From an optimization exercise on the open Yosys and OpenROAD flow, aimed at small area, a short achievable clock period and few clock cycles; shortcuts taken in it are not production practice. In this exercise RTL edits were held to simulation tests only and were not proved equivalent to the original.

Setup of rev 12:
Design LASER, start of the top module:
module LASER (
input CLK,
input RST,
input [3:0] X,
input [3:0] Y,
output [3:0] C1X,
output [3:0] C1Y,
output [3:0] C2X,
output [3:0] C2Y,
output reg DONE);
Size: roughly 7000 cells after synthesis, roughly 940 flip-flops, roughly 27 I/O pins, ~67000 um^2 of cells after synthesis.
==> flow/config.mk <==
export PLATFORM = sky130hd
export DESIGN_NAME = LASER
export DESIGN_NICKNAME = LASER
export VERILOG_FILES = /design/flow/design.v
export SDC_FILE = /design/flow/constraint.sdc
export NUM_CORES = 4
export LEC_CHECK = 0
export ABC_CLOCK_PERIOD_IN_PS = 4000
export CAP_MARGIN = 20
export CORE_MARGIN = 2
export CORE_UTILIZATION = 55
export SLEW_MARGIN = 20
==> flow/constraint.sdc <==
create_clock -name core_clock -period 10.0 [get_ports {CLK}]
set_input_delay 2.0000 -clock core_clock [delete_from_list [all_inputs] [get_ports {CLK}]]
set_output_delay 2.0000 -clock core_clock [all_outputs]
set_load 0.01 [all_outputs]
standard.sh (not shown) runs the stock make flow with config.mk's settings and CLKGATE_MAP_FILE= SYNTH_SCRIPT=/design/flow/synth_recipe.tcl, a recipe that flattens the netlist after the stock synthesis.
==> flow/flow/run.sh <==
#!/bin/bash
# The standard layout, with timing repair aiming further below the clock period
# (the constraints are unchanged). make's full output goes to layout.log.
set -euo pipefail
bash standard.sh SETUP_SLACK_MARGIN=5.75 finish > layout.log 2>&1
Testbench counts of rev 12, summed over its fixed seeds: cycles 4,928.
Input changes introduced in rev 13 (baseline for comparison: rev 12):
-- flow/design.v --
<<< rev 12, line 25
reg [7:0]  B, Bp;
reg [7:0]  Bs;            
integer i, j;
assign C1X = B[3:0];
>>> rev 13, line 25
reg [7:0]  B, Bp;
reg [7:0]  Bs;            
reg        spec0;         
integer i, j;
assign C1X = B[3:0];
<<< rev 12, line 53
wire [3:0] nlo [0:39];
wire [3:0] nhi [0:39];
wire gate_l = (state != S_PRE) && (state != S_DRAIN);    
generate
for (gi = 0; gi < 40; gi = gi + 1) begin : cls
>>> rev 13, line 54
wire [3:0] nlo [0:39];
wire [3:0] nhi [0:39];
wire gate_l = (state != S_PRE) && !(state == S_SCAN && row == 4'd15);    
generate
for (gi = 0; gi < 40; gi = gi + 1) begin : cls
<<< rev 12, line 196
wire [7:0] B_next = (s3_valid && take_e) ? {s3_row, rcol} : B;
wire [5:0] M_next = (s3_valid && take_e) ? rmax : M;
always @(posedge CLK or posedge RST) begin
	if (RST) begin
>>> rev 13, line 197
wire [7:0] B_next = (s3_valid && take_e) ? {s3_row, rcol} : B;
wire [5:0] M_next = (s3_valid && take_e) ? rmax : M;
wire spec_miss = (B_next != Bs);
always @(posedge CLK or posedge RST) begin
	if (RST) begin
<<< rev 12, line 215
		Bp <= 8'd0;
		Bs <= 8'd0;
	end else begin
		DONE <= 1'b0;
>>> rev 13, line 217
		Bp <= 8'd0;
		Bs <= 8'd0;
		spec0 <= 1'b0;
	end else begin
		DONE <= 1'b0;
<<< rev 12, line 225
		M <= M_next;
		B <= B_next;
		case (state)
			S_LOAD: begin
>>> rev 13, line 228
		M <= M_next;
		B <= B_next;
		spec0 <= 1'b0;
		case (state)
			S_LOAD: begin
<<< rev 12, line 244
				row <= row + 4'd1;
				nrow <= nrow + 4'd1;
				if (row == 4'd15) begin
					Bs <= B_next;
					nrow <= B_next[7:4];
					state <= S_DRAIN;
				end
			end
			S_DRAIN: begin
				nrow <= 4'd0;
				state <= S_LAB;
			end
			S_LAB: begin
				if (finish) begin
					DONE <= 1'b1;
					state <= S_DONE;
				end else begin
					Mp2 <= Mp1;
					Mp1 <= M_next;
					Bp <= B_next;
					if (B_next == Bs) begin
						row <= 4'd0;
						nrow <= 4'd1;
						state <= S_SCAN;
					end else begin
						Bs <= B_next;
						nrow <= B_next[7:4];
						state <= S_PRE;
					end
				end
			end
			S_PRE: begin
>>> rev 13, line 248
				row <= row + 4'd1;
				nrow <= nrow + 4'd1;
				if (row == 4'd14) begin
					Bs <= B_next;
					nrow <= B_next[7:4];
				end
				if (row == 4'd15) begin
					nrow <= 4'd0;
					state <= S_LAB;
				end
				if (spec0) begin
					if (finish) begin
						DONE <= 1'b1;
						s2_valid <= 1'b0;
						state <= S_DONE;
					end else begin
						Mp2 <= Mp1;
						Mp1 <= M_next;
						Bp <= B_next;
						if (spec_miss) begin
							s2_valid <= 1'b0;
							Bs <= B_next;
							nrow <= B_next[7:4];
							row <= 4'd0;
							state <= S_PRE;
						end
					end
				end
			end
			S_LAB: begin
				row <= 4'd0;
				nrow <= 4'd1;
				spec0 <= 1'b1;
				state <= S_SCAN;
			end
			S_PRE: begin
Results
Re number of instances in the synthesized netlist: rev 13 and rev 12 aren't equal, and the higher value belongs to rev 12. | number of gates on the worst path with buffers counted | lower: rev 13 |. For cell area after placement, rev 13 and rev 12 come out practically identical. | peak clock frequency supported by timing | rev 12 vs rev 13 | ≈ equal |. Row first-pass GRT wire length: rev 13 lower / rev 12 higher. Looking at share of synthesized area spent on multiplexers, rev 13 sits 0.38 points above rev 12. Relative to rev 12, number of buffers added for setup after CTS increased by 9 in rev 13. The synthesized area of rev 13 and that of rev 12 are within noise of each other. Of rev 13 and rev 12, rev 12 shows the lower cell area after layout, with rev 13 above it. Rev 12 -> rev 13: clock period minus final worst setup slack flat. The global-route usage in rev 13 was higher than what rev 12 gave. The flow did not stop early for rev 12: all stages ran, and the layout cleared the timing, DRC and antenna checks. Rev 13 went all the way through synthesis, placement and routing and the layout is clean on timing, DRC and antenna.
Testbench counts of rev 13, summed over its fixed seeds: cycles 4,846.

## separate check: timing with driven ports
The results above use ideal ports. As a check the final layouts listed here were re-extracted and re-timed, cells and wires unchanged.
Step 1 sets driving cells, clkbuf_16 on the clock port and buf_2 on the other inputs (assumed; they add their load-dependent delay and slew).
Step 2 moves the port delays by t, midway between the first and last clock arrival at a register: inputs arrive t later, outputs are due t later. That takes back most of the time a late clock gives input paths.
Three values: ideal, step 1, step 2; two values: the first two.
run | t (ns) | setup slack, ns | worst setup path after step 2 | slew at the worst register clock pin (ns)
rev 12 | 0.782 | 5.792 / 5.792 / 5.792 | register to register | 0.07 / 0.07
rev 13 | 0.800 | 5.793 / 5.793 / 5.793 | register to register | 0.07 / 0.07
After both steps setup and hold are still met in every run listed.
